Background: an optimization exercise with open tools, aiming at small area, a short achievable clock period and few clock cycles. Do not read the settings as production practice. At most, simulation tests tie the RTL to the original design; equivalence was not proved. Function not checked in run 1: the RTL went through the layout flow alone.

## flow/design.v (module list and top-level ports; edited modules follow where they fit)
// module CONV: 2273 lines
// module CONV_fa: 4 lines
module  CONV(
            input		  clk,
            input		  reset,
            output		  busy,
            input		  ready,
            output [11:0] iaddr,
            input  [19:0] idata,
            output	 	  cwr,
            output [11:0] caddr_wr,
            output [19:0] cdata_wr,
            output	 	  crd,
            output [11:0] caddr_rd,
            input  [19:0] cdata_rd,
            output [ 2:0] csel
        );
  // ...
==> flow/flow/run.sh <==
#!/bin/bash
# Own layout flow: the standard flow (standard.sh, unchanged synthesis,
# floorplan, power grid and tap cells), with buf_2 cells as the port buffers
# instead of the delay buffer buffer_ports picks by default, and repair_timing
# aiming for 6.8 ns of setup slack.
# The full make/ORFS output goes to flow_standard.log in the work folder;
# ORFS also keeps a log per step under orfs/logs.
set -euo pipefail
bash standard.sh \
  "BUFFER_PORTS_ARGS=-buffer_cell sky130_fd_sc_hd__buf_2" \
  SETUP_SLACK_MARGIN=6.8 \
  finish > flow_standard.log 2>&1
==> flow/standard.sh <==
#!/bin/bash
# synth_recipe.tcl (not shown) runs the flow's synth.tcl, then flattens the netlist and writes it again
# the make line also repeats each setting of config.mk as NAME=value (left out here)
make -C /OpenROAD-flow-scripts/flow DESIGN_CONFIG=/design/flow/config.mk WORK_HOME=/design/flow/orfs CLKGATE_MAP_FILE= SYNTH_SCRIPT=/design/flow/synth_recipe.tcl "${@:-finish}"
==> flow/config.mk <==
export PLATFORM = sky130hd
export DESIGN_NAME = CONV
export DESIGN_NICKNAME = CONV
export VERILOG_FILES = /design/flow/design.v
export SDC_FILE = /design/flow/constraint.sdc
export NUM_CORES = 4
export LEC_CHECK = 0
export CAP_MARGIN = 20
export CORE_MARGIN = 2
export CORE_UTILIZATION = 40
export CTS_CLUSTER_DIAMETER = 100
export CTS_CLUSTER_SIZE = 25
export SLEW_MARGIN = 20
export SYNTH_HIERARCHICAL = 1
==> flow/constraint.sdc <==
create_clock -name core_clock -period 10.0 [get_ports {clk}]
set_input_delay 2.0000 -clock core_clock [delete_from_list [all_inputs] [get_ports {clk}]]
set_output_delay 2.0000 -clock core_clock [all_outputs]
set_load 0.01 [all_outputs]
==> flow_summary.html, run 1 <==
<table>
<tr><th>Metric</th><th>Value</th></tr>
<tr><th colspan="2">Setup path</th></tr>
<tr><td>Worst path most repeated cell</td><td>sky130_fd_sc_hd__a21o_1</td></tr>
<tr><td>Worst-case reg-to-reg path depth</td><td>4</td></tr>
<tr><td>Critical R2R Capture</td><td>r1[159]</td></tr>
<tr><td>Highest-delay cell along the critical path</td><td>sky130_fd_sc_hd__mux2_4</td></tr>
<tr><th colspan="2">Floorplanning</th></tr>
<tr><td>Area of the die</td><td>110000 µm²</td></tr>
<tr><th colspan="2">Timing</th></tr>
<tr><td>Final cycle utilization of the critical path</td><td>a little over a third</td></tr>
<tr><td>Post-layout worst setup margin</td><td>~6.5 ns</td></tr>
<tr><td>Fin crit period</td><td>between 3 and 4 ns</td></tr>
<tr><th colspan="2">Clock network</th></tr>
<tr><td>Number of H-tree levels</td><td>2</td></tr>
<tr><th colspan="2">Routing</th></tr>
<tr><td>DRC errors left</td><td>0</td></tr>
<tr><td>Aggregate routed wire length</td><td>~130000 µm</td></tr>
<tr><th colspan="2">Synthesis</th></tr>
<tr><td>Cell accounting for the most synthesized area</td><td>sky130_fd_sc_hd__fa_1</td></tr>
<tr><td>Number of enable flip-flop cells after synthesis</td><td>40</td></tr>
<tr><td>Most common cell in the netlist</td><td>sky130_fd_sc_hd__fa_1</td></tr>
<tr><td>Dominant combinational cell family by area after synthesis</td><td>adder cells</td></tr>
<tr><td>Commonest cells post-synth</td><td>988 x sky130_fd_sc_hd__fa_1, 827 x sky130_fd_sc_hd__dfxtp_1, 217 x sky130_fd_sc_hd__inv_1, 94 x sky130_fd_sc_hd__ha_1, 62 x sky130_fd_sc_hd__nand2_1</td></tr>
<tr><td>Synth Instances</td><td>2652</td></tr>
<tr><td>Mux share of post-synthesis cell area</td><td>1.05%</td></tr>
<tr><th colspan="2">Cells and area</th></tr>
<tr><td>Most common cell after layout, fill and taps aside</td><td>sky130_fd_sc_hd__fa_1</td></tr>
<tr><td>Count of nets after finishing</td><td>3945</td></tr>
<tr><td>Top register by number of flip-flops</td><td>sr</td></tr>
<tr><th colspan="2">Outcome</th></tr>
<tr><td>Run status</td><td>complete, no violations</td></tr>
</table>
==> run 2: changes to the inputs <==
--- a/flow/design.v
+++ b/flow/design.v
@@ -20,17 +20,17 @@
 reg  [6:0] ry;         
 reg  [3:0] rr;         
 reg  [3:0] ws;         
 reg  [6:0] wq;         
 reg  [3:0] wr;         
 reg        cwr_r, csel1_r;
 reg [11:0] caddr_wr_r, caddr_rd_r;
 reg [19:0] cdata_wr_r;
-reg [19:0] pm, pa_r;
+reg [19:0] rb, pm, pa_r;
 assign busy     = busy_r;
 assign iaddr    = {ry[5:0], rx[5:0]};
 assign cwr      = cwr_r;
 assign caddr_wr = caddr_wr_r;
 assign cdata_wr = cdata_wr_r;
 assign crd      = busy_r;
 assign caddr_rd = caddr_rd_r;
 assign csel     = {1'b0, csel1_r, 1'b1};
@@ -2214,17 +2214,17 @@
 wire [6:0] wq2   = wlow ? wq + 7'd65 : wq;
 wire [6:0] pt    = wq2 - 7'd3;
 wire [4:0] pi    = pt[5:1];        
 wire       ph    = pt[0];          
 wire [3:0] psx   = wlow ? ws - 4'd1 : ws;
 wire       pact  = wq != 7'd2 && !(ws == 4'd0 && wlow);
 wire       l0we  = wq != 7'd0 && ws != 4'd8;
 wire [6:0] wx    = wq - 7'd1;
-wire [19:0] pmax = (cdata_rd > pm) ? cdata_rd : pm;
+wire [19:0] pmax = (rb > pm) ? rb : pm;
 always @(posedge clk or posedge reset) begin
     if (reset) begin
         busy_r  <= 1'b0;
         wact    <= 1'b0;
         cwr_r   <= 1'b0;
         csel1_r <= 1'b0;
     end else begin
         if (start)
@@ -2258,21 +2258,22 @@
             wq <= wq + 7'd1;
     end else
         wr <= wr + 4'd1;
     if (wr[3])
         caddr_wr_r <= {2'b00, psx[2:0], ph, wr[0], pi};
     else
         caddr_wr_r <= {ws[2:0], wr[2:0], wx[5:0]};
     caddr_rd_r <= {psx[2:0], ph, wr[2], wr[0], pi, wr[1]};
-    cdata_wr_r <= wr[3] ? (wr[0] ? pm : pa_r) : relu;
-    if (wr == 4'd1 || wr == 4'd5)
-        pm <= cdata_rd;
-    else if (wr != 4'd9)
+    cdata_wr_r <= wr[3] ? (wr[0] ? pmax : pa_r) : relu;
+    rb <= cdata_rd;
+    if (wr == 4'd2 || wr == 4'd6)
+        pm <= rb;
+    else
         pm <= pmax;
-    if (wr == 4'd4)
+    if (wr == 4'd5)
         pa_r <= pmax;
 end
 endmodule
 module CONV_fa(input a, input b, input c, output s, output co);
 assign s  = a ^ b ^ c;
 assign co = (a & b) | (a & c) | (b & c);
 endmodule
==> flow/flow/run.sh (replaced) <==
#!/bin/bash
# Own layout flow: the standard flow (standard.sh, unchanged synthesis,
# floorplan, power grid and tap cells), with buf_2 cells as the port buffers
# instead of the delay buffer buffer_ports picks by default, and repair_timing
# aiming for 7.0 ns of setup slack.
# The full make/ORFS output goes to flow_standard.log in the work folder;
# ORFS also keeps a log per step under orfs/logs.
set -euo pipefail
bash standard.sh \
  "BUFFER_PORTS_ARGS=-buffer_cell sky130_fd_sc_hd__buf_2" \
  SETUP_SLACK_MARGIN=7.0 \
  finish > flow_standard.log 2>&1
==> flow_summary.html, run 2 <==
<table>
<tr><th>Metric</th><th>Value</th></tr>
<tr><th colspan="2">Synthesis</th></tr>
<tr><td>Most common cell in the netlist</td><td>sky130_fd_sc_hd__fa_1</td></tr>
<tr><td>Post-synth cell types</td><td>58</td></tr>
<tr><td>Mux share of post-synthesis cell area</td><td>0.597% (-0.45 points)</td></tr>
<tr><td>Main area contributors after synthesis</td><td>sky130_fd_sc_hd__fa_1 46%, sky130_fd_sc_hd__dfxtp_1 40%, sky130_fd_sc_hd__ha_1 2.7%</td></tr>
<tr><td>Main synth FF type</td><td>sky130_fd_sc_hd__dfxtp_1</td></tr>
<tr><td>Share of Yosys cell area claimed by the top area cell type</td><td>46.1%</td></tr>
<tr><td>Commonest cells post-synth</td><td>988 x sky130_fd_sc_hd__fa_1, 867 x sky130_fd_sc_hd__dfxtp_1, 238 x sky130_fd_sc_hd__inv_1, 94 x sky130_fd_sc_hd__ha_1, 68 x sky130_fd_sc_hd__a21oi_1</td></tr>
<tr><td>Adder-cell share of the synthesized area</td><td>48.8%</td></tr>
<tr><td>Yosys Warn Count</td><td>7</td></tr>
<tr><td>Register area share after synthesis</td><td>a little over two fifths</td></tr>
<tr><td>Number of enable flip-flop cells after synthesis</td><td>20 (-50%)</td></tr>
<tr><td>Post-synth design cell area</td><td>42900 µm²</td></tr>
<tr><td>Synthesized area per cell</td><td>15.8 µm²</td></tr>
<tr><td>Simple-gate portion of the synthesized area</td><td>under 10%</td></tr>
<tr><td>Fraction of synthesis flops using an asynchronous set or reset pin</td><td>0.449%</td></tr>
<tr><td>Dominant combinational cell family by area after synthesis</td><td>adder cells</td></tr>
<tr><td>Share of the synthesized netlist area taken by xor and xnor gates</td><td>1.10%</td></tr>
<tr><td>Synth Instances</td><td>2715 (+2.4%)</td></tr>
<tr><td>Number of flip-flops and latches in the synthesized netlist</td><td>slightly below 900</td></tr>
<tr><td>Cell accounting for the most synthesized area</td><td>sky130_fd_sc_hd__fa_1</td></tr>
<tr><td>Synth Area in Compound Gates</td><td>2.59%</td></tr>
<tr><th colspan="2">Timing</th></tr>
<tr><td>Worst rel slew slack</td><td>30.3%</td></tr>
<tr><td>Peak clock frequency supported by timing</td><td>around 310 MHz</td></tr>
<tr><td>Slew at the pin with the worst max-slew slack</td><td>around 1.0 ns</td></tr>
<tr><td>Final count of hold timing violations</td><td>0</td></tr>
<tr><td>Final count of negative-setup-slack endpoints</td><td>0</td></tr>
<tr><td>Aggregate negative setup slack</td><td>0 ns</td></tr>
<tr><td>Number of max-slew violations in the final report</td><td>0</td></tr>
<tr><td>Fin crit period</td><td>3.24 ns (-0.256 ns)</td></tr>
<tr><td>Final cycle utilization of the critical path</td><td>32.4% (-2.6 points)</td></tr>
<tr><td>Clock tree skew after final layout</td><td>0.0485 ns</td></tr>
<tr><td>Setup repair after global routing missed its margin</td><td>yes</td></tr>
<tr><td>Worst hold margin</td><td>between 0.3 and 0.4 ns</td></tr>
<tr><th colspan="2">Cells and area</th></tr>
<tr><td>Most common cell after layout, fill and taps aside</td><td>sky130_fd_sc_hd__fa_1</td></tr>
<tr><td>Registers with the most flip-flops</td><td>sr x460, r1 x241, r2 x49</td></tr>
<tr><td>Fraction of layout instances using a drive strength above 1</td><td>15.2%</td></tr>
<tr><td>Largest register FFs</td><td>460</td></tr>
<tr><td>Highest-count cells in the layout ignoring fill and taps</td><td>982 x sky130_fd_sc_hd__fa_1, 670 x sky130_fd_sc_hd__dfxtp_1, 237 x sky130_fd_sc_hd__inv_1</td></tr>
<tr><td>Layout Utilization</td><td>44.4%</td></tr>
<tr><td>Fin area</td><td>47400 µm²</td></tr>
<tr><td>Top register by number of flip-flops</td><td>sr</td></tr>
<tr><td>Count of nets after finishing</td><td>3997 (+1.3%)</td></tr>
<tr><td>Layout-stage area growth over the synthesis result</td><td>10.4%</td></tr>
<tr><th colspan="2">Setup path</th></tr>
<tr><td>Highest-delay cell along the critical path</td><td>sky130_fd_sc_hd__dfrtp_1</td></tr>
<tr><td>Nature of the critical path endpoint</td><td>output port</td></tr>
<tr><td>Crit path max-delay family</td><td>flip-flops</td></tr>
<tr><td>Setup crit start kind</td><td>register</td></tr>
<tr><td>Buf/Inv on CP</td><td>1</td></tr>
<tr><td>Largest fanout on the critical path</td><td>3</td></tr>
<tr><td>CP max stage delay</td><td>between 0.4 and 0.5 ns</td></tr>
<tr><td>Critical path cell sequence</td><td>buf_2</td></tr>
<tr><td>Setup Crit Path Kind</td><td>reg2out</td></tr>
<tr><td>CP Data Arrival Time</td><td>1.24 ns</td></tr>
<tr><td>Req. time, crit path</td><td>8.00 ns</td></tr>
<tr><th colspan="2">GRT</th></tr>
<tr><td>Largest net degree at the start of global routing</td><td>45</td></tr>
<tr><td>Overall routing resource usage</td><td>23.6%</td></tr>
<tr><td>First-pass GRT wire length</td><td>181000 µm</td></tr>
<tr><td>Initial antenna violation count</td><td>11</td></tr>
<tr><td>Via count of the first global-routing pass</td><td>24500</td></tr>
<tr><td>Total grt overflow</td><td>0</td></tr>
<tr><th colspan="2">Floorplanning</th></tr>
<tr><td>Core Area</td><td>roughly 110000 µm²</td></tr>
<tr><td>Height of the die</td><td>roughly 330 µm</td></tr>
<tr><td>Die extent in x</td><td>332 µm</td></tr>
<tr><td>Area of the die</td><td>110000 µm² (+0.45%)</td></tr>
<tr><td>Row Count</td><td>120</td></tr>
<tr><td>Initial standard-cell utilization of the core</td><td>a little over 40%</td></tr>
<tr><td>Boundary Pins</td><td>between 100 and 150</td></tr>
<tr><th colspan="2">Routing</th></tr>
<tr><td>Starting DRT DRC Count</td><td>1589</td></tr>
<tr><td>Total vias in the final route</td><td>21500</td></tr>
<tr><td>DRC errors left</td><td>0 (unchanged)</td></tr>
<tr><td>DRT Pass-1 Iters</td><td>5</td></tr>
<tr><td>Aggregate routed wire length</td><td>127000 µm (+1.1%)</td></tr>
<tr><td>DR vias/cell</td><td>5.01</td></tr>
<tr><td>Detailed-route wire length per cell</td><td>29.5 µm</td></tr>
<tr><td>Number of nets still failing antenna checks after routing</td><td>0</td></tr>
<tr><th colspan="2">Placement</th></tr>
<tr><td>Post-detailed-placement half-perimeter wirelength</td><td>roughly 97000 µm</td></tr>
<tr><td>Cell area after placement</td><td>45100 µm²</td></tr>
<tr><td>Routability congestion estimate</td><td>~1</td></tr>
<tr><td>Port-buffer cells</td><td>just over 100</td></tr>
<tr><th colspan="2">Clock network</th></tr>
<tr><td>Clock latency of the later-clocked register in the worst-skew pair</td><td>0.69 ns</td></tr>
<tr><td>Clock tree buffer depth</td><td>3</td></tr>
<tr><td>CTS tree</td><td>built</td></tr>
<tr><td>Number of sinks driven by the clock tree</td><td>just under 900</td></tr>
<tr><td>Cts bufs inserted</td><td>45</td></tr>
<tr><td>Number of H-tree levels</td><td>2 (unchanged)</td></tr>
<tr><td>Hold-fix buffer count after cts</td><td>0</td></tr>
<tr><td>Clock slew at reported path FFs</td><td>0.10 ns</td></tr>
<tr><td>Library cell used as clock root buffer</td><td>sky130_fd_sc_hd__clkbuf_16</td></tr>
<tr><th colspan="2">Worst hold path</th></tr>
<tr><td>HP Class</td><td>reg2reg</td></tr>
<tr><th colspan="2">Outcome</th></tr>
<tr><td>Run status</td><td>complete, no violations</td></tr>
<tr><th colspan="2">Flow run</th></tr>
<tr><td>Number of max-cap violations</td><td>0</td></tr>
</table>
[run 2: changes by cell type after synthesis, sizes merged, moves of 8 or more]
| cell | change |
|---|---|
| a21o | +8 |
| a21oi | +46 |
| dfxtp | +40 |
| edfxtp | -20 |
| inv | +21 |
| mux2 | -21 |
| nand2 | -14 |
| nor2 | +17 |
| o2bb2ai | -16 |
[run 2: repair_timing]
item                       CTS  global route
gates cloned                 2             0
pin swaps                    7             5
setup endpoints to repair  303           125
buffers inserted            15             6
gates resized for setup    244            49
[run 2: final cells by class]
type | count | area, µm²
clock inverter | 11 | 155
clock buffer | 53 | 1210
inverter | 240 | 915
sequential | 891 | 18300
fill | 9292 | 59400
tap | 1403 | 1760
timing repair buffer | 131 | 970
multi-input combinational | 1563 | 24100
antenna | 3 | 7.51
[run 2: final timing paths]
kind / depth (start not counted) / startpoint / end / slack, ns
worst max-delay path: 1 / busy_r / busy / 6.76
worst min-delay path: 0 / sr[287] / sr[307] / 0.31
worst max register to register: 4 / sr[203] / r1[74] / 7.03
worst min register to register: 0 / sr[287] / sr[307] / 0.31
max in group asynchronous: 2 / reset / wact / 8.66
min in group asynchronous: 2 / reset / csel1_r / 1.19
[run 2: kinds of logic after synthesis]
logic type | count (synthesis)
mux | 25
other cells | 2
flops | 891
compound gates | 182
buf+inv | 283
simple gates | 196
xor+xnor | 54
fa+ha+maj | 1082
[run 2: routing by layer]
| layer | wire length [µm] | GRT usage (%) | vias to the layer above | share of wire [%] |
|---|---|---|---|---|
| li1 | - | - | 8630 | - |
| met1 | 54600 | 33.1 | 11700 | 43 |
| met2 | 57500 | 36.3 | 991 | 45 |
| met3 | 9730 | 5.49 | 209 | 7.7 |
| met4 | 4760 | 8.07 | 0 | 3.8 |
| met5 | 0 | 0 | - | 0 |
[run 2: worst reg2reg max path, delay by kind of cell, from the launching register on]
family,cells,cell delay [ns]
adder cells (fa/ha/maj),4,2.13
flip-flops,1,0.73
[run 2: metrics by stage]
step,instances,setup WS [ns]
finish,4295,6.76
global route,4292,6.70
CTS,4286,6.71
detailed placement,4205,6.39
global placement,4205,6.39
floorplan,2735,7.17
[run 2: modules after synthesis (local to each module, per instance)]
module   times used  flip-flops and latches
CONV              1                     891
CONV_fa         987                       0
Testbench counts of run 2, summed over its fixed seeds: cycles 94,302.
==> run 3: changes to the inputs <==
--- a/flow/flow/run.sh
+++ b/flow/flow/run.sh
@@ -4,3 +4,3 @@
 # instead of the delay buffer buffer_ports picks by default, and repair_timing
-# aiming for 7.0 ns of setup slack.
+# aiming for 6.8 ns of setup slack.
 # The full make/ORFS output goes to flow_standard.log in the work folder;
@@ -10,3 +10,3 @@
   "BUFFER_PORTS_ARGS=-buffer_cell sky130_fd_sc_hd__buf_2" \
-  SETUP_SLACK_MARGIN=7.0 \
+  SETUP_SLACK_MARGIN=6.8 \
   finish > flow_standard.log 2>&1
--- a/flow/config.mk
+++ b/flow/config.mk
@@ -10,2 +10,3 @@
 export CORE_UTILIZATION = 40
+export CTS_BUF_LIST = sky130_fd_sc_hd__clkbuf_16
 export CTS_CLUSTER_DIAMETER = 100
==> flow_summary.html, run 3 <==
<table>
<tr><th>Metric</th><th>Value</th></tr>
<tr><th colspan="2">Timing</th></tr>
<tr><td>Worst rel slew slack</td><td>29.9% (-0.32 points)</td></tr>
<tr><td>Final count of negative-setup-slack endpoints</td><td>0 (unchanged)</td></tr>
<tr><td>Worst hold margin</td><td>0.309 ns (+0.00282 ns)</td></tr>
<tr><td>Aggregate negative setup slack</td><td>0 ns (unchanged)</td></tr>
<tr><td>Number of max-slew violations in the final report</td><td>0 (unchanged)</td></tr>
<tr><td>Slew at the pin with the worst max-slew slack</td><td>1.05 ns (+0.00483 ns)</td></tr>
<tr><td>Peak clock frequency supported by timing</td><td>309 MHz (about the same)</td></tr>
<tr><td>Final cycle utilization of the critical path</td><td>32.4% (about the same)</td></tr>
<tr><td>Clock tree skew after final layout</td><td>0.0495 ns (+0.00101 ns)</td></tr>
<tr><td>Setup repair after global routing missed its margin</td><td>yes</td></tr>
<tr><td>Final count of hold timing violations</td><td>0 (unchanged)</td></tr>
<tr><td>Fin crit period</td><td>3.24 ns (+0.0000400 ns)</td></tr>
<tr><th colspan="2">Synthesis</th></tr>
<tr><td>Synthesized area per cell</td><td>15.8 µm² (unchanged)</td></tr>
<tr><td>Main synth FF type</td><td>sky130_fd_sc_hd__dfxtp_1</td></tr>
<tr><td>Yosys Warn Count</td><td>7 (unchanged)</td></tr>
<tr><td>Main area contributors after synthesis</td><td>sky130_fd_sc_hd__fa_1 46%, sky130_fd_sc_hd__dfxtp_1 40%, sky130_fd_sc_hd__ha_1 2.7%</td></tr>
<tr><td>Synth Instances</td><td>2715 (unchanged)</td></tr>
<tr><td>Post-synth cell types</td><td>58 (unchanged)</td></tr>
<tr><td>Register area share after synthesis</td><td>42.0% (unchanged)</td></tr>
<tr><td>Number of flip-flops and latches in the synthesized netlist</td><td>891 (unchanged)</td></tr>
<tr><td>Post-synth design cell area</td><td>42900 µm² (unchanged)</td></tr>
<tr><td>Fraction of synthesis flops using an asynchronous set or reset pin</td><td>0.449% (unchanged)</td></tr>
<tr><td>Cell accounting for the most synthesized area</td><td>sky130_fd_sc_hd__fa_1</td></tr>
<tr><td>Commonest cells post-synth</td><td>988 x sky130_fd_sc_hd__fa_1, 867 x sky130_fd_sc_hd__dfxtp_1, 238 x sky130_fd_sc_hd__inv_1, 94 x sky130_fd_sc_hd__ha_1, 68 x sky130_fd_sc_hd__a21oi_1</td></tr>
<tr><td>Share of Yosys cell area claimed by the top area cell type</td><td>46.1% (unchanged)</td></tr>
<tr><td>Most common cell in the netlist</td><td>sky130_fd_sc_hd__fa_1</td></tr>
<tr><td>Number of enable flip-flop cells after synthesis</td><td>20 (unchanged)</td></tr>
<tr><th colspan="2">Routing</th></tr>
<tr><td>DRT Pass-1 Iters</td><td>5 (unchanged)</td></tr>
<tr><td>Detailed-route wire length per cell</td><td>29.5 µm (about the same)</td></tr>
<tr><td>Starting DRT DRC Count</td><td>1715 (+7.9%)</td></tr>
<tr><td>DRC errors left</td><td>0 (unchanged)</td></tr>
<tr><td>DR vias/cell</td><td>5.02 (+0.15%)</td></tr>
<tr><td>Number of nets still failing antenna checks after routing</td><td>0 (unchanged)</td></tr>
<tr><td>Total vias in the final route</td><td>21500 (-0.037%)</td></tr>
<tr><td>Aggregate routed wire length</td><td>126000 µm (-0.18%)</td></tr>
<tr><th colspan="2">Floorplanning</th></tr>
<tr><td>Height of the die</td><td>332 µm (unchanged)</td></tr>
<tr><td>Row Count</td><td>120 (unchanged)</td></tr>
<tr><td>Boundary Pins</td><td>105 (unchanged)</td></tr>
<tr><td>Core Area</td><td>107000 µm² (unchanged)</td></tr>
<tr><td>Initial standard-cell utilization of the core</td><td>40.2% (unchanged)</td></tr>
<tr><td>Area of the die</td><td>110000 µm² (unchanged)</td></tr>
<tr><td>Die extent in x</td><td>332 µm (unchanged)</td></tr>
<tr><th colspan="2">GRT</th></tr>
<tr><td>Initial antenna violation count</td><td>10 (-1)</td></tr>
<tr><td>Overall routing resource usage</td><td>23.4% (-0.20 points)</td></tr>
<tr><td>Total grt overflow</td><td>0 (unchanged)</td></tr>
<tr><td>Via count of the first global-routing pass</td><td>24400 (-0.46%)</td></tr>
<tr><td>First-pass GRT wire length</td><td>180000 µm (-0.81%)</td></tr>
<tr><td>Largest net degree at the start of global routing</td><td>45 (unchanged)</td></tr>
<tr><th colspan="2">Placement</th></tr>
<tr><td>Routability congestion estimate</td><td>1.03 (unchanged)</td></tr>
<tr><td>Port-buffer cells</td><td>102 (unchanged)</td></tr>
<tr><td>Cell area after placement</td><td>45100 µm² (unchanged)</td></tr>
<tr><td>Post-detailed-placement half-perimeter wirelength</td><td>97100 µm (unchanged)</td></tr>
<tr><th colspan="2">Cells and area</th></tr>
<tr><td>Registers with the most flip-flops</td><td>sr x460, r1 x241, r2 x49</td></tr>
<tr><td>Largest register FFs</td><td>460 (unchanged)</td></tr>
<tr><td>Fraction of layout instances using a drive strength above 1</td><td>11.0% (-4.3 points)</td></tr>
<tr><td>Fin area</td><td>46800 µm² (-1.2%)</td></tr>
<tr><td>Highest-count cells in the layout ignoring fill and taps</td><td>988 x sky130_fd_sc_hd__fa_1, 764 x sky130_fd_sc_hd__dfxtp_1, 243 x sky130_fd_sc_hd__inv_1</td></tr>
<tr><td>Top register by number of flip-flops</td><td>sr</td></tr>
<tr><td>Layout-stage area growth over the synthesis result</td><td>9.05%</td></tr>
<tr><td>Count of nets after finishing</td><td>3990 (-0.18%)</td></tr>
<tr><td>Most common cell after layout, fill and taps aside</td><td>sky130_fd_sc_hd__fa_1</td></tr>
<tr><th colspan="2">Clock network</th></tr>
<tr><td>Library cell used as clock root buffer</td><td>sky130_fd_sc_hd__clkbuf_16</td></tr>
<tr><td>Number of sinks driven by the clock tree</td><td>891 (unchanged)</td></tr>
<tr><td>Cts bufs inserted</td><td>45 (unchanged)</td></tr>
<tr><td>Clock latency of the later-clocked register in the worst-skew pair</td><td>0.69 ns (about the same)</td></tr>
<tr><td>Number of H-tree levels</td><td>2 (unchanged)</td></tr>
<tr><td>Clock tree buffer depth</td><td>3 (unchanged)</td></tr>
<tr><td>Clock slew at reported path FFs</td><td>0.10 ns (about the same)</td></tr>
<tr><td>Hold-fix buffer count after cts</td><td>0 (unchanged)</td></tr>
<tr><td>CTS tree</td><td>built</td></tr>
<tr><th colspan="2">Setup path</th></tr>
<tr><td>Nature of the critical path endpoint</td><td>output port</td></tr>
<tr><td>Largest fanout on the critical path</td><td>3 (unchanged)</td></tr>
<tr><td>CP Data Arrival Time</td><td>1.24 ns (about the same)</td></tr>
<tr><td>Critical path cell sequence</td><td>buf_2</td></tr>
<tr><td>CP max stage delay</td><td>0.42 ns (about the same)</td></tr>
<tr><td>Req. time, crit path</td><td>8.00 ns (about the same)</td></tr>
<tr><td>Setup crit start kind</td><td>register</td></tr>
<tr><td>Register-to-register path setup slack</td><td>6.81 ns (-0.22 ns)</td></tr>
<tr><td>Highest-delay cell along the critical path</td><td>sky130_fd_sc_hd__dfrtp_1</td></tr>
<tr><td>Crit path max-delay family</td><td>flip-flops</td></tr>
<tr><td>Setup Crit Path Kind</td><td>reg2out</td></tr>
<tr><td>Buf/Inv on CP</td><td>1 (unchanged)</td></tr>
<tr><th colspan="2">Worst hold path</th></tr>
<tr><td>HP Class</td><td>reg2reg</td></tr>
<tr><th colspan="2">Outcome</th></tr>
<tr><td>Run status</td><td>complete, no violations</td></tr>
<tr><th colspan="2">Flow run</th></tr>
<tr><td>Number of max-cap violations</td><td>0 (unchanged)</td></tr>
</table>
run 3: cell counts after synthesis:
Identical to the previous run, type by type.
run 3: layout make-up:
class                   count  area [µm²]
well taps                1403        1760
multi-input cells        1563       23900
clock buffers              47        1180
fillers                  9348       59900
clock inverters            17         178
flip-flops and latches    891       18200
repair buffers            124         714
diodes                      2        5.00
inverters                 240         915
run 3: logic make-up after synthesis:
kind of cell	share of synthesized area, %
simple gates	2.16
compound gates	2.59
xor+xnor	1.10
mux	0.597
buf+inv	2.70
flops	42.0
other cells	0.0175
fa+ha+maj	48.8
run 3: per-module statistics from Yosys (local to each module, per instance):
module   cells inside  flops+latches  cell area, µm²
CONV_fa             1              0            20.0
CONV             1728            891           23200
run 3: timing repair:
item / 4_1_cts / 5_1_grt
hold endpoints to repair: 0 / 0
setup buffers: 9 / 5
gates cloned: 0 / 2
setup endpoints to repair: 203 / 104
pin swaps: 1 / 4
resized for setup: 75 / 49
run 3: worst paths after layout:
check                      cells past startpoint     from      end
setup / recovery                               1   busy_r      crd
hold / removal                                 0  sr[287]  sr[307]
setup reg to reg                               5    sr[6]   r1[42]
hold reg to reg                                0  sr[287]  sr[307]
max in group asynchronous                      2    reset     wact
min in group asynchronous                      2    reset  csel1_r
run 3: stage by stage:
step           setup slack, ns  util (%)  std cells
5_1_grt                   6.69      43.9       4285
6_report                  6.76      43.9       4287
2_1_floorplan             7.17         -       2735
3_5_place_dp              6.39      42.3       4205
4_1_cts                   6.71      43.7       4278
3_3_place_gp              6.39      42.3       4205
run 3: layer usage:
metal,up-vias,global-route usage [%],routed length (µm)
met5,-,0,0
met1,11700,32.7,54000
met2,991,35.9,57200
li1,8617,-,-
met4,0,8.14,4890
met3,239,5.58,10300
==> run 4: changes to the inputs <==
--- a/flow/config.mk
+++ b/flow/config.mk
@@ -10,3 +10,2 @@
 export CORE_UTILIZATION = 40
-export CTS_BUF_LIST = sky130_fd_sc_hd__clkbuf_16
 export CTS_CLUSTER_DIAMETER = 100
==> flow_summary.html, run 4 <==
<table>
<tr><th>Metric</th><th>Value</th></tr>
<tr><th colspan="2">Setup path</th></tr>
<tr><td>Critical R2R Capture</td><td>r1[104]</td></tr>
<tr><td>Nature of the critical path endpoint</td><td>output port</td></tr>
<tr><td>Crit path max-delay family</td><td>flip-flops</td></tr>
<tr><td>Critical path cell sequence</td><td>buf_2</td></tr>
<tr><td>Register-to-register path setup slack</td><td>6.80 ns (about the same)</td></tr>
<tr><td>Largest fanout on the critical path</td><td>3 (unchanged)</td></tr>
<tr><td>Worst-case reg-to-reg path depth</td><td>4 (-1)</td></tr>
<tr><td>Setup crit start kind</td><td>register</td></tr>
<tr><td>Worst R2R Start</td><td>sr[204]</td></tr>
<tr><td>Setup Crit Path Kind</td><td>reg2out</td></tr>
<tr><td>Highest-delay cell along the critical path</td><td>sky130_fd_sc_hd__dfrtp_1</td></tr>
<tr><td>Req. time, crit path</td><td>8.00 ns (about the same)</td></tr>
<tr><td>CP Data Arrival Time</td><td>1.24 ns (about the same)</td></tr>
<tr><td>CP max stage delay</td><td>0.42 ns (about the same)</td></tr>
<tr><td>Buf/Inv on CP</td><td>1 (unchanged)</td></tr>
<tr><th colspan="2">Worst hold path</th></tr>
<tr><td>Terminating pin of the worst hold path</td><td>sr[307]</td></tr>
<tr><td>HP Class</td><td>reg2reg</td></tr>
<tr><td>Number of cells traversed by the worst hold path</td><td>0 (unchanged)</td></tr>
<tr><td>Startpoint of the tightest hold check path</td><td>sr[287]</td></tr>
<tr><th colspan="2">Cells and area</th></tr>
<tr><td>Largest register FFs</td><td>460 (unchanged)</td></tr>
<tr><td>Count of non-filler cells in the finished layout</td><td>4287 (unchanged)</td></tr>
<tr><td>Fin area</td><td>46800 µm² (about the same)</td></tr>
<tr><td>Highest-count cells in the layout ignoring fill and taps</td><td>988 x sky130_fd_sc_hd__fa_1, 766 x sky130_fd_sc_hd__dfxtp_1, 238 x sky130_fd_sc_hd__inv_1</td></tr>
<tr><td>Top register by number of flip-flops</td><td>sr</td></tr>
<tr><td>Registers with the most flip-flops</td><td>sr x460, r1 x241, r2 x49</td></tr>
<tr><td>Layout-stage area growth over the synthesis result</td><td>9.07% (about the same)</td></tr>
<tr><td>Most common cell after layout, fill and taps aside</td><td>sky130_fd_sc_hd__fa_1</td></tr>
<tr><td>Count of nets after finishing</td><td>3990 (unchanged)</td></tr>
<tr><td>Fraction of layout instances using a drive strength above 1</td><td>10.9% (-0.035 points)</td></tr>
<tr><td>Number of fill cells</td><td>9350 (+0.021%)</td></tr>
<tr><th colspan="2">Clock network</th></tr>
<tr><td>Number of sinks driven by the clock tree</td><td>891 (unchanged)</td></tr>
<tr><td>CTS tree</td><td>built</td></tr>
<tr><td>Number of H-tree levels</td><td>2 (unchanged)</td></tr>
<tr><td>Library cell used as clock root buffer</td><td>sky130_fd_sc_hd__clkbuf_16</td></tr>
<tr><td>Clock latency of the later-clocked register in the worst-skew pair</td><td>0.69 ns (about the same)</td></tr>
<tr><td>Hold-fix buffer count after cts</td><td>0 (unchanged)</td></tr>
<tr><td>Cts bufs inserted</td><td>45 (unchanged)</td></tr>
<tr><td>Clock slew at reported path FFs</td><td>0.10 ns (about the same)</td></tr>
<tr><td>Clock tree buffer depth</td><td>3 (unchanged)</td></tr>
<tr><th colspan="2">Flow run</th></tr>
<tr><td>Number of max-cap violations</td><td>0 (unchanged)</td></tr>
<tr><th colspan="2">Outcome</th></tr>
<tr><td>Run status</td><td>complete, no violations</td></tr>
<tr><th colspan="2">Floorplanning</th></tr>
<tr><td>Boundary Pins</td><td>105 (unchanged)</td></tr>
<tr><td>Initial standard-cell utilization of the core</td><td>40.2% (unchanged)</td></tr>
<tr><td>Height of the die</td><td>332 µm (unchanged)</td></tr>
<tr><td>Row Count</td><td>120 (unchanged)</td></tr>
<tr><td>Core Area</td><td>107000 µm² (unchanged)</td></tr>
<tr><td>Die extent in x</td><td>332 µm (unchanged)</td></tr>
<tr><td>Area of the die</td><td>110000 µm² (unchanged)</td></tr>
<tr><th colspan="2">Synthesis</th></tr>
<tr><td>Share of Yosys cell area claimed by the top area cell type</td><td>46.1% (unchanged)</td></tr>
<tr><td>Main synth FF type</td><td>sky130_fd_sc_hd__dfxtp_1</td></tr>
<tr><td>Yosys Warn Count</td><td>7 (unchanged)</td></tr>
<tr><td>Post-synth cell types</td><td>58 (unchanged)</td></tr>
<tr><td>Most common cell in the netlist</td><td>sky130_fd_sc_hd__fa_1</td></tr>
<tr><td>Register area share after synthesis</td><td>42.0% (unchanged)</td></tr>
<tr><td>Number of flip-flops and latches in the synthesized netlist</td><td>891 (unchanged)</td></tr>
<tr><td>Cell accounting for the most synthesized area</td><td>sky130_fd_sc_hd__fa_1</td></tr>
<tr><td>Commonest cells post-synth</td><td>988 x sky130_fd_sc_hd__fa_1, 867 x sky130_fd_sc_hd__dfxtp_1, 238 x sky130_fd_sc_hd__inv_1, 94 x sky130_fd_sc_hd__ha_1, 68 x sky130_fd_sc_hd__a21oi_1</td></tr>
<tr><td>Number of enable flip-flop cells after synthesis</td><td>20 (unchanged)</td></tr>
<tr><td>Synthesized area per cell</td><td>15.8 µm² (unchanged)</td></tr>
<tr><td>Main area contributors after synthesis</td><td>sky130_fd_sc_hd__fa_1 46%, sky130_fd_sc_hd__dfxtp_1 40%, sky130_fd_sc_hd__ha_1 2.7%</td></tr>
<tr><td>Fraction of synthesis flops using an asynchronous set or reset pin</td><td>0.449% (unchanged)</td></tr>
<tr><td>Post-synth design cell area</td><td>42900 µm² (unchanged)</td></tr>
<tr><td>Synth Instances</td><td>2715 (unchanged)</td></tr>
<tr><th colspan="2">Timing</th></tr>
<tr><td>Slew at the pin with the worst max-slew slack</td><td>1.05 ns (-0.00199 ns)</td></tr>
<tr><td>Worst rel slew slack</td><td>30.1% (+0.13 points)</td></tr>
<tr><td>Final count of negative-setup-slack endpoints</td><td>0 (unchanged)</td></tr>
<tr><td>Fin crit period</td><td>3.24 ns (+0.000580 ns)</td></tr>
<tr><td>Peak clock frequency supported by timing</td><td>309 MHz (about the same)</td></tr>
<tr><td>Aggregate negative setup slack</td><td>0 ns (unchanged)</td></tr>
<tr><td>Post-layout worst setup margin</td><td>6.76 ns (-0.000580 ns)</td></tr>
<tr><td>Clock tree skew after final layout</td><td>0.0511 ns (+0.00158 ns)</td></tr>
<tr><td>Final cycle utilization of the critical path</td><td>32.4% (about the same)</td></tr>
<tr><td>Final count of hold timing violations</td><td>0 (unchanged)</td></tr>
<tr><td>Setup repair after global routing missed its margin</td><td>yes</td></tr>
<tr><td>Number of max-slew violations in the final report</td><td>0 (unchanged)</td></tr>
<tr><th colspan="2">Routing</th></tr>
<tr><td>DRT Pass-1 Iters</td><td>5 (unchanged)</td></tr>
<tr><td>Number of nets still failing antenna checks after routing</td><td>0 (unchanged)</td></tr>
<tr><td>Total vias in the final route</td><td>21400 (-0.40%)</td></tr>
<tr><td>DR vias/cell</td><td>5.00 (-0.40%)</td></tr>
<tr><td>Starting DRT DRC Count</td><td>1758 (+2.5%)</td></tr>
<tr><td>Detailed-route wire length per cell</td><td>29.5 µm (about the same)</td></tr>
<tr><td>Aggregate routed wire length</td><td>126000 µm (about the same)</td></tr>
<tr><td>DRC errors left</td><td>0 (unchanged)</td></tr>
<tr><th colspan="2">Placement</th></tr>
<tr><td>Setup Slack @ Placement</td><td>6.39 ns (unchanged)</td></tr>
<tr><td>Cell area after placement</td><td>45100 µm² (unchanged)</td></tr>
<tr><td>Post-detailed-placement half-perimeter wirelength</td><td>97100 µm (unchanged)</td></tr>
<tr><td>Routability congestion estimate</td><td>1.03 (unchanged)</td></tr>
<tr><td>Port-buffer cells</td><td>102 (unchanged)</td></tr>
<tr><td>Number of cells in the design after placement</td><td>4205 (unchanged)</td></tr>
<tr><th colspan="2">GRT</th></tr>
<tr><td>Overall routing resource usage</td><td>23.4% (about the same)</td></tr>
<tr><td>Via count of the first global-routing pass</td><td>24400 (+0.0041%)</td></tr>
<tr><td>Largest net degree at the start of global routing</td><td>45 (unchanged)</td></tr>
<tr><td>Total grt overflow</td><td>0 (unchanged)</td></tr>
<tr><td>First-pass GRT wire length</td><td>180000 µm (about the same)</td></tr>
<tr><td>Initial antenna violation count</td><td>10 (unchanged)</td></tr>
</table>
[run 4: cell count changes in the layout (fill, tap and decap cells not counted), sizes merged]
cell and delta:
clkinv -1, clkbuf +6, inv -5
[run 4: layout make-up]
type                            instances  area [µm²]  share of cell area [%]
Multi-Input combinational cell       1563       23900                    51.0
Sequential cell                       891       18200                    38.8
Tap cell                             1403        1760                    3.75
Clock buffer                           53        1210                    2.58
Inverter                              240         915                    1.95
Timing Repair Buffer                  124         714                    1.53
Clock inverter                         11         155                   0.331
Antenna cell                            2        5.00                  0.0107
[run 4: timing repair]
item | CTS | global route
endpoints found under the hold margin | 0 | 0
gates cloned | 0 | 2
gates resized for setup | 75 | 47
pin swaps | 1 | 4
setup buffers | 9 | 5
setup endpoints to repair | 203 | 103
[run 4: worst max-delay path by stage]
stage,start,to,cells after the start
finish,busy_r,crd,1
floorplan,r1[127],r2[14],7
global placement,pm[17],cdata_wr_r[19],11
detailed placement,pm[17],cdata_wr_r[19],11
global route,busy_r,crd,1
CTS,busy_r,busy,1
[run 4: Yosys stat by module (local to each module, per instance)]
| module | cells | cell area, µm² | flip-flops and latches | times used |
|---|---|---|---|---|
| CONV | 1728 | 23200 | 891 | 1 |
| CONV_fa | 1 | 20.0 | 0 | 987 |
[run 4: layer usage]
metal / wire length [µm] / up-vias / part of all wire (%) / track usage [%]
met4: 4870 / 0 / 3.9 / 8.14
li1: - / 8611 / - / -
met1: 54500 / 11700 / 43 / 32.7
met3: 9820 / 224 / 7.8 / 5.58
met2: 57200 / 925 / 45 / 35.9
met5: 0 / - / 0 / 0
[run 4: cells by family after synthesis]
kind of cell | after synthesis | synth area share, %
fa+ha+maj | 1082 | 48.8
compound gates | 182 | 2.59
buf+inv | 283 | 2.70
flops | 891 | 42.0
xor+xnor | 54 | 1.10
mux | 25 | 0.597
other cells | 2 | 0.0175
simple gates | 196 | 2.16
[run 4: through the flow]
| step | hold WS (ns) | utilization, % |
|---|---|---|
| CTS | 0.308 | 43.7 |
| finish | 0.306 | 43.9 |
| detailed placement | 0.312 | 42.3 |
| global route | 0.314 | 43.9 |
| global placement | 0.309 | 42.3 |
| floorplan | 0.310 | - |
==> run 5: changes to the inputs <==
--- a/flow/config.mk
+++ b/flow/config.mk
@@ -10,4 +10,5 @@
 export CORE_UTILIZATION = 40
+export CTS_BUF_LIST = sky130_fd_sc_hd__clkbuf_8 sky130_fd_sc_hd__clkbuf_16
 export CTS_CLUSTER_DIAMETER = 100
-export CTS_CLUSTER_SIZE = 25
+export CTS_CLUSTER_SIZE = 20
 export SLEW_MARGIN = 20
==> flow_summary.html, run 5 <==
<table>
<tr><th>Metric</th><th>Value</th></tr>
<tr><th colspan="2">GRT</th></tr>
<tr><td>Overall routing resource usage</td><td>23.4% (-0.031 points)</td></tr>
<tr><td>First-pass GRT wire length</td><td>179000 µm (-0.21%)</td></tr>
<tr><td>Initial antenna violation count</td><td>10 (unchanged)</td></tr>
<tr><td>Largest net degree at the start of global routing</td><td>45 (unchanged)</td></tr>
<tr><td>Total grt overflow</td><td>0 (unchanged)</td></tr>
<tr><td>Via count of the first global-routing pass</td><td>24400 (+0.22%)</td></tr>
<tr><th colspan="2">Floorplanning</th></tr>
<tr><td>Core Area</td><td>107000 µm² (unchanged)</td></tr>
<tr><td>Height of the die</td><td>332 µm (unchanged)</td></tr>
<tr><td>Row Count</td><td>120 (unchanged)</td></tr>
<tr><td>Initial standard-cell utilization of the core</td><td>40.2% (unchanged)</td></tr>
<tr><td>Die extent in x</td><td>332 µm (unchanged)</td></tr>
<tr><td>Boundary Pins</td><td>105 (unchanged)</td></tr>
<tr><td>Area of the die</td><td>110000 µm² (unchanged)</td></tr>
<tr><th colspan="2">Placement</th></tr>
<tr><td>Port-buffer cells</td><td>102 (unchanged)</td></tr>
<tr><td>Setup Slack @ Placement</td><td>6.39 ns (unchanged)</td></tr>
<tr><td>Routability congestion estimate</td><td>1.03 (unchanged)</td></tr>
<tr><td>Post-detailed-placement half-perimeter wirelength</td><td>97100 µm (unchanged)</td></tr>
<tr><th colspan="2">Clock network</th></tr>
<tr><td>Clock latency of the later-clocked register in the worst-skew pair</td><td>0.70 ns (about the same)</td></tr>
<tr><td>Library cell used as clock root buffer</td><td>sky130_fd_sc_hd__clkbuf_16</td></tr>
<tr><td>Number of sinks driven by the clock tree</td><td>891 (unchanged)</td></tr>
<tr><td>CTS tree</td><td>built</td></tr>
<tr><td>Number of H-tree levels</td><td>2 (unchanged)</td></tr>
<tr><td>Cts bufs inserted</td><td>54 (+20%)</td></tr>
<tr><td>Clock tree buffer depth</td><td>3 (unchanged)</td></tr>
<tr><td>Clock slew at reported path FFs</td><td>0.09 ns (about the same)</td></tr>
<tr><th colspan="2">Synthesis</th></tr>
<tr><td>Synthesized area per cell</td><td>15.8 µm² (unchanged)</td></tr>
<tr><td>Commonest cells post-synth</td><td>988 x sky130_fd_sc_hd__fa_1, 867 x sky130_fd_sc_hd__dfxtp_1, 238 x sky130_fd_sc_hd__inv_1, 94 x sky130_fd_sc_hd__ha_1, 68 x sky130_fd_sc_hd__a21oi_1</td></tr>
<tr><td>Post-synth cell types</td><td>58 (unchanged)</td></tr>
<tr><td>Cell accounting for the most synthesized area</td><td>sky130_fd_sc_hd__fa_1</td></tr>
<tr><td>Synth Instances</td><td>2715 (unchanged)</td></tr>
<tr><td>Yosys Warn Count</td><td>7 (unchanged)</td></tr>
<tr><td>Main area contributors after synthesis</td><td>sky130_fd_sc_hd__fa_1 46%, sky130_fd_sc_hd__dfxtp_1 40%, sky130_fd_sc_hd__ha_1 2.7%</td></tr>
<tr><td>Most common cell in the netlist</td><td>sky130_fd_sc_hd__fa_1</td></tr>
<tr><td>Share of Yosys cell area claimed by the top area cell type</td><td>46.1% (unchanged)</td></tr>
<tr><td>Fraction of synthesis flops using an asynchronous set or reset pin</td><td>0.449% (unchanged)</td></tr>
<tr><td>Register area share after synthesis</td><td>42.0% (unchanged)</td></tr>
<tr><td>Number of flip-flops and latches in the synthesized netlist</td><td>891 (unchanged)</td></tr>
<tr><td>Main synth FF type</td><td>sky130_fd_sc_hd__dfxtp_1</td></tr>
<tr><td>Number of enable flip-flop cells after synthesis</td><td>20 (unchanged)</td></tr>
<tr><td>Post-synth design cell area</td><td>42900 µm² (unchanged)</td></tr>
<tr><th colspan="2">Cells and area</th></tr>
<tr><td>Number of fill cells</td><td>9330 (-0.21%)</td></tr>
<tr><td>Highest-count cells in the layout ignoring fill and taps</td><td>988 x sky130_fd_sc_hd__fa_1, 762 x sky130_fd_sc_hd__dfxtp_1, 247 x sky130_fd_sc_hd__inv_1</td></tr>
<tr><td>Largest register FFs</td><td>460 (unchanged)</td></tr>
<tr><td>Fraction of layout instances using a drive strength above 1</td><td>11.3% (+0.40 points)</td></tr>
<tr><td>Layout Utilization</td><td>44.1% (+0.20 points)</td></tr>
<tr><td>Most common cell after layout, fill and taps aside</td><td>sky130_fd_sc_hd__fa_1</td></tr>
<tr><td>Count of nets after finishing</td><td>3999 (+0.23%)</td></tr>
<tr><td>Top register by number of flip-flops</td><td>sr</td></tr>
<tr><td>Layout-stage area growth over the synthesis result</td><td>9.55%</td></tr>
<tr><td>Registers with the most flip-flops</td><td>sr x460, r1 x241, r2 x49</td></tr>
<tr><th colspan="2">Setup path</th></tr>
<tr><td>Number of logic stages on the critical path including buffering</td><td>1 (unchanged)</td></tr>
<tr><td>Req. time, crit path</td><td>8.00 ns (about the same)</td></tr>
<tr><td>CP max stage delay</td><td>0.41 ns (about the same)</td></tr>
<tr><td>Critical Path Sink</td><td>busy</td></tr>
<tr><td>Register-to-register path setup slack</td><td>6.82 ns (+0.02 ns)</td></tr>
<tr><td>Critical R2R Capture</td><td>r1[31]</td></tr>
<tr><td>Buf/Inv on CP</td><td>1 (unchanged)</td></tr>
<tr><td>Nature of the critical path endpoint</td><td>output port</td></tr>
<tr><td>Largest fanout on the critical path</td><td>3 (unchanged)</td></tr>
<tr><td>Highest-delay cell along the critical path</td><td>sky130_fd_sc_hd__dfrtp_1</td></tr>
<tr><td>Setup crit start kind</td><td>register</td></tr>
<tr><td>CP Data Arrival Time</td><td>1.25 ns (about the same)</td></tr>
<tr><td>Beginning of the critical path</td><td>busy_r</td></tr>
<tr><td>Worst-case reg-to-reg path depth</td><td>4 (unchanged)</td></tr>
<tr><td>Setup Crit Path Kind</td><td>reg2out</td></tr>
<tr><td>Worst R2R Start</td><td>sr[24]</td></tr>
<tr><td>Crit path max-delay family</td><td>flip-flops</td></tr>
<tr><td>Critical path cell sequence</td><td>buf_2</td></tr>
<tr><th colspan="2">Timing</th></tr>
<tr><td>Worst rel slew slack</td><td>30.4% (+0.32 points)</td></tr>
<tr><td>Slew at the pin with the worst max-slew slack</td><td>1.04 ns (-0.00485 ns)</td></tr>
<tr><td>Final count of negative-setup-slack endpoints</td><td>0 (unchanged)</td></tr>
<tr><td>Peak clock frequency supported by timing</td><td>308 MHz (-0.31%)</td></tr>
<tr><td>Post-layout worst setup margin</td><td>6.75 ns (-0.00992 ns)</td></tr>
<tr><td>Aggregate negative setup slack</td><td>0 ns (unchanged)</td></tr>
<tr><td>Worst hold margin</td><td>0.290 ns (-0.0166 ns)</td></tr>
<tr><td>Clock tree skew after final layout</td><td>0.0492 ns (-0.00190 ns)</td></tr>
<tr><td>Final cycle utilization of the critical path</td><td>32.5% (+0.099 points)</td></tr>
<tr><td>Setup repair after global routing missed its margin</td><td>yes</td></tr>
<tr><td>Final count of hold timing violations</td><td>0 (unchanged)</td></tr>
<tr><td>Fin crit period</td><td>3.25 ns (+0.00992 ns)</td></tr>
<tr><td>Number of max-slew violations in the final report</td><td>0 (unchanged)</td></tr>
<tr><th colspan="2">Routing</th></tr>
<tr><td>DRC errors left</td><td>0 (unchanged)</td></tr>
<tr><td>Detailed-route wire length per cell</td><td>29.4 µm (-0.41%)</td></tr>
<tr><td>Number of nets still failing antenna checks after routing</td><td>0 (unchanged)</td></tr>
<tr><td>DR vias/cell</td><td>5.00 (about the same)</td></tr>
<tr><td>Total vias in the final route</td><td>21500 (+0.35%)</td></tr>
<tr><td>Aggregate routed wire length</td><td>126000 µm (about the same)</td></tr>
<tr><td>Starting DRT DRC Count</td><td>1747 (-0.63%)</td></tr>
<tr><td>DRT Pass-1 Iters</td><td>5 (unchanged)</td></tr>
<tr><th colspan="2">Flow run</th></tr>
<tr><td>Number of max-cap violations</td><td>0 (unchanged)</td></tr>
<tr><th colspan="2">Worst hold path</th></tr>
<tr><td>HP Class</td><td>reg2reg</td></tr>
<tr><th colspan="2">Outcome</th></tr>
<tr><td>Run status</td><td>complete, no violations</td></tr>
</table>
==> run 5: cell counts after synthesis <==
No cell type changed its count.
==> run 5: cell type report <==
class	count	area [µm²]	area share, %
repair buffers	124	724	1.54
flip-flops and latches	891	18200	38.7
inverters	240	915	1.94
diodes	3	7.51	0.0160
multi-input cells	1563	23900	50.8
clock buffers	55	1370	2.90
well taps	1403	1760	3.73
clock inverters	22	198	0.420
==> run 5: worst min-delay path by stage <==
stage	start	end	slack, ns	depth (start not counted)
6_report	sr[287]	sr[307]	0.29	0
5_1_grt	sr[347]	sr[367]	0.30	0
4_1_cts	sr[287]	sr[307]	0.29	0
3_5_place_dp	sr[278]	sr[298]	0.31	0
3_3_place_gp	sr[135]	sr[155]	0.31	0
2_1_floorplan	sr[80]	sr[100]	0.31	0
==> run 5: per-layer routing <==
| layer | part of all wire, % | GRT usage [%] |
|---|---|---|
| met5 | 0.010 | 0 |
| met1 | 43 | 32.5 |
| met4 | 4.0 | 8.18 |
| met2 | 45 | 36.0 |
| met3 | 8.2 | 5.73 |
==> run 5: per-module statistics from Yosys, one instance, submodules excluded <==
module	cell area (µm²)	flops+latches
CONV	23200	891
CONV_fa	20.0	0
==> run 5: repair_timing <==
item | CTS | global route
setup buffers | 10 | 4
gates cloned | 0 | 2
pin swaps | 1 | 4
endpoints found under the setup margin | 204 | 85
gates resized for setup | 81 | 47
endpoints found under the hold margin | 0 | 0
hold buffers | 0 | 0
==> run 5: logic make-up (layout without fill, tap and decap cells) <==
kind of cell	after synthesis	after routing	share of synthesized area, %
adders and majority gates	1082	1082	48.8
DFF	891	891	42.0
buffers and inverters	283	441	2.70
and+or+nand+nor	196	196	2.16
AOI/OAI and AO/OA	182	182	2.59
xor gates and xnor gates	54	54	1.10
muxes	25	27	0.597
other	2	25	0.0175
==> run 5: per-stage QoR <==
step                      instances  cell area, µm²
after CTS                      4292           46900
after global routing           4298           47000
after global placement         4205           45100
after detailed placement       4205           45100
final                          4301           47100
after floorplan                2735           43000
==> run 6: changes to the inputs <==
==> flow/flow/run.sh (replaced) <==
#!/bin/bash
# Own layout flow: the standard flow (standard.sh, unchanged synthesis,
# floorplan, power grid and tap cells), with buf_2 cells as the port buffers
# instead of the delay buffer buffer_ports picks by default
# The full make/ORFS output goes to flow_standard.log in the work folder;
# ORFS also keeps a log per step under orfs/logs.
set -euo pipefail
bash standard.sh \
  "BUFFER_PORTS_ARGS=-buffer_cell sky130_fd_sc_hd__buf_2" \
  finish > flow_standard.log 2>&1
--- a/flow/config.mk
+++ b/flow/config.mk
@@ -10,5 +10,4 @@
 export CORE_UTILIZATION = 40
-export CTS_BUF_LIST = sky130_fd_sc_hd__clkbuf_8 sky130_fd_sc_hd__clkbuf_16
 export CTS_CLUSTER_DIAMETER = 100
-export CTS_CLUSTER_SIZE = 20
+export CTS_CLUSTER_SIZE = 25
 export SLEW_MARGIN = 20
==> flow_summary.html, run 6 <==
<table>
<tr><th>Metric</th><th>Value</th></tr>
<tr><th colspan="2">GRT</th></tr>
<tr><td>Initial antenna violation count</td><td>11 (+1)</td></tr>
<tr><td>Total grt overflow</td><td>0 (unchanged)</td></tr>
<tr><td>Largest net degree at the start of global routing</td><td>45 (unchanged)</td></tr>
<tr><th colspan="2">Flow run</th></tr>
<tr><td>Number of max-cap violations</td><td>0 (unchanged)</td></tr>
<tr><th colspan="2">Clock network</th></tr>
<tr><td>Hold-fix buffer count after cts</td><td>0 (unchanged)</td></tr>
<tr><td>Clock latency of the later-clocked register in the worst-skew pair</td><td>0.69 ns (about the same)</td></tr>
<tr><td>Cts bufs inserted</td><td>45 (-17%)</td></tr>
<tr><td>Total setup buffers inserted after CTS</td><td>0 (-10)</td></tr>
<tr><td>Library cell used as clock root buffer</td><td>sky130_fd_sc_hd__clkbuf_16</td></tr>
<tr><td>Clock tree buffer depth</td><td>3 (unchanged)</td></tr>
<tr><td>Number of H-tree levels</td><td>2 (unchanged)</td></tr>
<tr><td>Number of resized instances in the post-cts repair step</td><td>0 (-100%)</td></tr>
<tr><td>CTS tree</td><td>built</td></tr>
<tr><td>Number of sinks driven by the clock tree</td><td>891 (unchanged)</td></tr>
<tr><th colspan="2">Setup path</th></tr>
<tr><td>Buf/Inv on CP</td><td>2 (+1)</td></tr>
<tr><td>Req. time, crit path</td><td>10.56 ns (+2.56 ns)</td></tr>
<tr><td>CP Data Arrival Time</td><td>4.16 ns (+2.91 ns)</td></tr>
<tr><td>Nature of the critical path endpoint</td><td>register</td></tr>
<tr><td>Critical R2R Capture</td><td>cdata_wr_r[19]</td></tr>
<tr><td>Largest fanout on the critical path</td><td>12 (+9)</td></tr>
<tr><td>Worst R2R Start</td><td>pm[18]</td></tr>
<tr><th colspan="2">Cells and area</th></tr>
<tr><td>Most common cell after layout, fill and taps aside</td><td>sky130_fd_sc_hd__fa_1</td></tr>
<tr><td>Registers with the most flip-flops</td><td>sr x460, r1 x241, r2 x49</td></tr>
<tr><td>Layout-stage area growth over the synthesis result</td><td>8.27%</td></tr>
<tr><td>Largest register FFs</td><td>460 (unchanged)</td></tr>
<tr><td>Top register by number of flip-flops</td><td>sr</td></tr>
<tr><td>Count of non-filler cells in the finished layout</td><td>4272 (-0.67%)</td></tr>
<tr><td>Fin area</td><td>46500 µm² (-1.2%)</td></tr>
<tr><td>Fraction of layout instances using a drive strength above 1</td><td>6.87% (-4.5 points)</td></tr>
<tr><td>Highest-count cells in the layout ignoring fill and taps</td><td>988 x sky130_fd_sc_hd__fa_1, 865 x sky130_fd_sc_hd__dfxtp_1, 238 x sky130_fd_sc_hd__inv_1</td></tr>
<tr><th colspan="2">Timing</th></tr>
<tr><td>Slew at the pin with the worst max-slew slack</td><td>1.26 ns (+0.212 ns)</td></tr>
<tr><td>Clock tree skew after final layout</td><td>0.0498 ns (+0.000583 ns)</td></tr>
<tr><td>Worst rel slew slack</td><td>16.2% (-14 points)</td></tr>
<tr><td>Final count of negative-setup-slack endpoints</td><td>0 (unchanged)</td></tr>
<tr><td>Aggregate negative setup slack</td><td>0 ns (unchanged)</td></tr>
<tr><td>Fin crit period</td><td>3.60 ns (+0.355 ns)</td></tr>
<tr><td>Final cycle utilization of the critical path</td><td>36.0% (+3.6 points)</td></tr>
<tr><td>Setup repair after global routing missed its margin</td><td>no</td></tr>
<tr><td>Peak clock frequency supported by timing</td><td>278 MHz (-9.9%)</td></tr>
<tr><th colspan="2">Placement</th></tr>
<tr><td>Cell area after placement</td><td>45100 µm² (unchanged)</td></tr>
<tr><td>Number of cells in the design after placement</td><td>4205 (unchanged)</td></tr>
<tr><td>Routability congestion estimate</td><td>1.03 (unchanged)</td></tr>
<tr><td>Port-buffer cells</td><td>102 (unchanged)</td></tr>
<tr><th colspan="2">Synthesis</th></tr>
<tr><td>Synth Instances</td><td>2715 (unchanged)</td></tr>
<tr><td>Fraction of synthesis flops using an asynchronous set or reset pin</td><td>0.449% (unchanged)</td></tr>
<tr><td>Commonest cells post-synth</td><td>988 x sky130_fd_sc_hd__fa_1, 867 x sky130_fd_sc_hd__dfxtp_1, 238 x sky130_fd_sc_hd__inv_1, 94 x sky130_fd_sc_hd__ha_1, 68 x sky130_fd_sc_hd__a21oi_1</td></tr>
<tr><td>Synthesized area per cell</td><td>15.8 µm² (unchanged)</td></tr>
<tr><td>Most common cell in the netlist</td><td>sky130_fd_sc_hd__fa_1</td></tr>
<tr><td>Register area share after synthesis</td><td>42.0% (unchanged)</td></tr>
<tr><td>Main synth FF type</td><td>sky130_fd_sc_hd__dfxtp_1</td></tr>
<tr><td>Main area contributors after synthesis</td><td>sky130_fd_sc_hd__fa_1 46%, sky130_fd_sc_hd__dfxtp_1 40%, sky130_fd_sc_hd__ha_1 2.7%</td></tr>
<tr><td>Number of enable flip-flop cells after synthesis</td><td>20 (unchanged)</td></tr>
<tr><th colspan="2">Floorplanning</th></tr>
<tr><td>Row Count</td><td>120 (unchanged)</td></tr>
<tr><td>Initial standard-cell utilization of the core</td><td>40.2% (unchanged)</td></tr>
<tr><td>Area of the die</td><td>110000 µm² (unchanged)</td></tr>
<tr><td>Die extent in x</td><td>332 µm (unchanged)</td></tr>
<tr><td>Boundary Pins</td><td>105 (unchanged)</td></tr>
<tr><th colspan="2">Routing</th></tr>
<tr><td>DR vias/cell</td><td>5.01 (about the same)</td></tr>
<tr><td>DRC errors left</td><td>0 (unchanged)</td></tr>
<tr><td>Starting DRT DRC Count</td><td>1792 (+2.6%)</td></tr>
<tr><td>Detailed-route wire length per cell</td><td>29.3 µm (-0.26%)</td></tr>
<tr><td>Number of nets still failing antenna checks after routing</td><td>0 (unchanged)</td></tr>
<tr><th colspan="2">Outcome</th></tr>
<tr><td>Run status</td><td>complete, no violations</td></tr>
<tr><th colspan="2">Worst hold path</th></tr>
<tr><td>HP Class</td><td>reg2reg</td></tr>
<tr><td>Startpoint of the tightest hold check path</td><td>sr[287]</td></tr>
</table>
## run 6: layer usage
layer,routed length (µm),part of all wire [%],GRT usage [%]
met1,53800,43,32.7
met2,56300,45,35.7
met3,9920,7.9,5.63
met4,5060,4.0,8.36
met5,0,0,0
## run 6: kinds of logic after synthesis
kind of cell	count (synthesis)	synth area share [%]
AO/OA/AOI/OAI	182	2.59
XOR/XNOR	54	1.10
adder cells (fa/ha/maj)	1082	48.8
buffers and inverters	283	2.70
flip-flops	891	42.0
multiplexers	25	0.597
other	2	0.0175
AND/OR/NAND/NOR	196	2.16
## run 6: metrics by stage
stage	util (%)	setup WS (ns)	hold slack [ns]
2_1_floorplan	-	7.17	0.310
3_3_place_gp	42.3	6.39	0.309
3_5_place_dp	42.3	6.39	0.312
4_1_cts	43.5	6.36	0.308
5_1_grt	43.6	6.20	0.316
6_report	43.6	6.40	0.311
## run 6: area by class of cell
cell class / count / area, µm²
fillers: 9356 / 60300
flip-flops and latches: 891 / 18100
inverters: 240 / 915
clock inverters: 11 / 155
repair buffers: 111 / 586
diodes: 2 / 5.00
clock buffers: 53 / 1210
multi-input cells: 1561 / 23800
well taps: 1403 / 1760
## run 6: modules after synthesis (local to each module, per instance)
module   cell area (µm²)  cells  flops+latches  copies in the design
CONV               23200   1728            891                     1
CONV_fa             20.0      1              0                   987
## run 6: worst max-delay path by stage
| stage | depth (start not counted) | slack, ns | end |
|---|---|---|---|
| final | 11 | 6.40 | cdata_wr_r[19] |
| after global routing | 11 | 6.20 | cdata_wr_r[19] |
| after CTS | 11 | 6.36 | cdata_wr_r[19] |
| after detailed placement | 11 | 6.39 | cdata_wr_r[19] |
| after global placement | 11 | 6.39 | cdata_wr_r[19] |
| after floorplan | 7 | 7.17 | r2[14] |
## run 6: worst reg2reg max path, stage by stage (launching register included)
cell and delay, ns:
sky130_fd_sc_hd__dfxtp_1 0.34, sky130_fd_sc_hd__inv_1 0.04, sky130_fd_sc_hd__ha_1 0.29, sky130_fd_sc_hd__nand4_1 0.16, sky130_fd_sc_hd__nor3_1 0.36, sky130_fd_sc_hd__nand2_1 0.13, sky130_fd_sc_hd__o21a_1 0.21, sky130_fd_sc_hd__a31oi_2 0.61
sky130_fd_sc_hd__buf_4 0.38, sky130_fd_sc_hd__mux2i_1 0.42, sky130_fd_sc_hd__o21ai_0 0.31, sky130_fd_sc_hd__and3_1 0.25

## separate check: timing with driven ports
How much do the figures lean on ideal ports? The routed layouts below were timed once more, with nothing changed but the port constraints.
Step 1: set_driving_cell puts a clkbuf_16 on clk and a buf_2 on each other input, an assumption about the parent block.
Step 2 also shifts input and output timing later by t, the mid clock arrival at the registers, as if the neighbouring blocks saw the same clock.
a / b / c = ideal / step 1 / step 2; a / b = the first two.
| run | t, ns | slack for setup (ns) | worst setup path at the end | worst data-port slew with drivers (ns) |
|---|---|---|---|---|
| run 1 | 0.734 | 6.507 / 6.536 / 5.803 | input to register | 0.07 |
| run 2 | 0.733 | 6.763 / 6.690 / 7.015 | input to register | 0.05 |
| run 3 | 0.732 | 6.763 / 6.691 / 6.814 | register to register | 0.05 |
| run 4 | 0.732 | 6.763 / 6.691 / 6.800 | register to register | 0.05 |
| run 5 | 0.751 | 6.753 / 6.673 / 6.821 | register to register | 0.05 |
| run 6 | 0.731 | 6.397 / 6.397 / 6.397 | register to register | 0.05 |
After both steps every run listed still meets setup and hold. The setup slack of run 1, which loses most, moves by +0.029 ns with the drivers and by -0.704 ns with both steps.
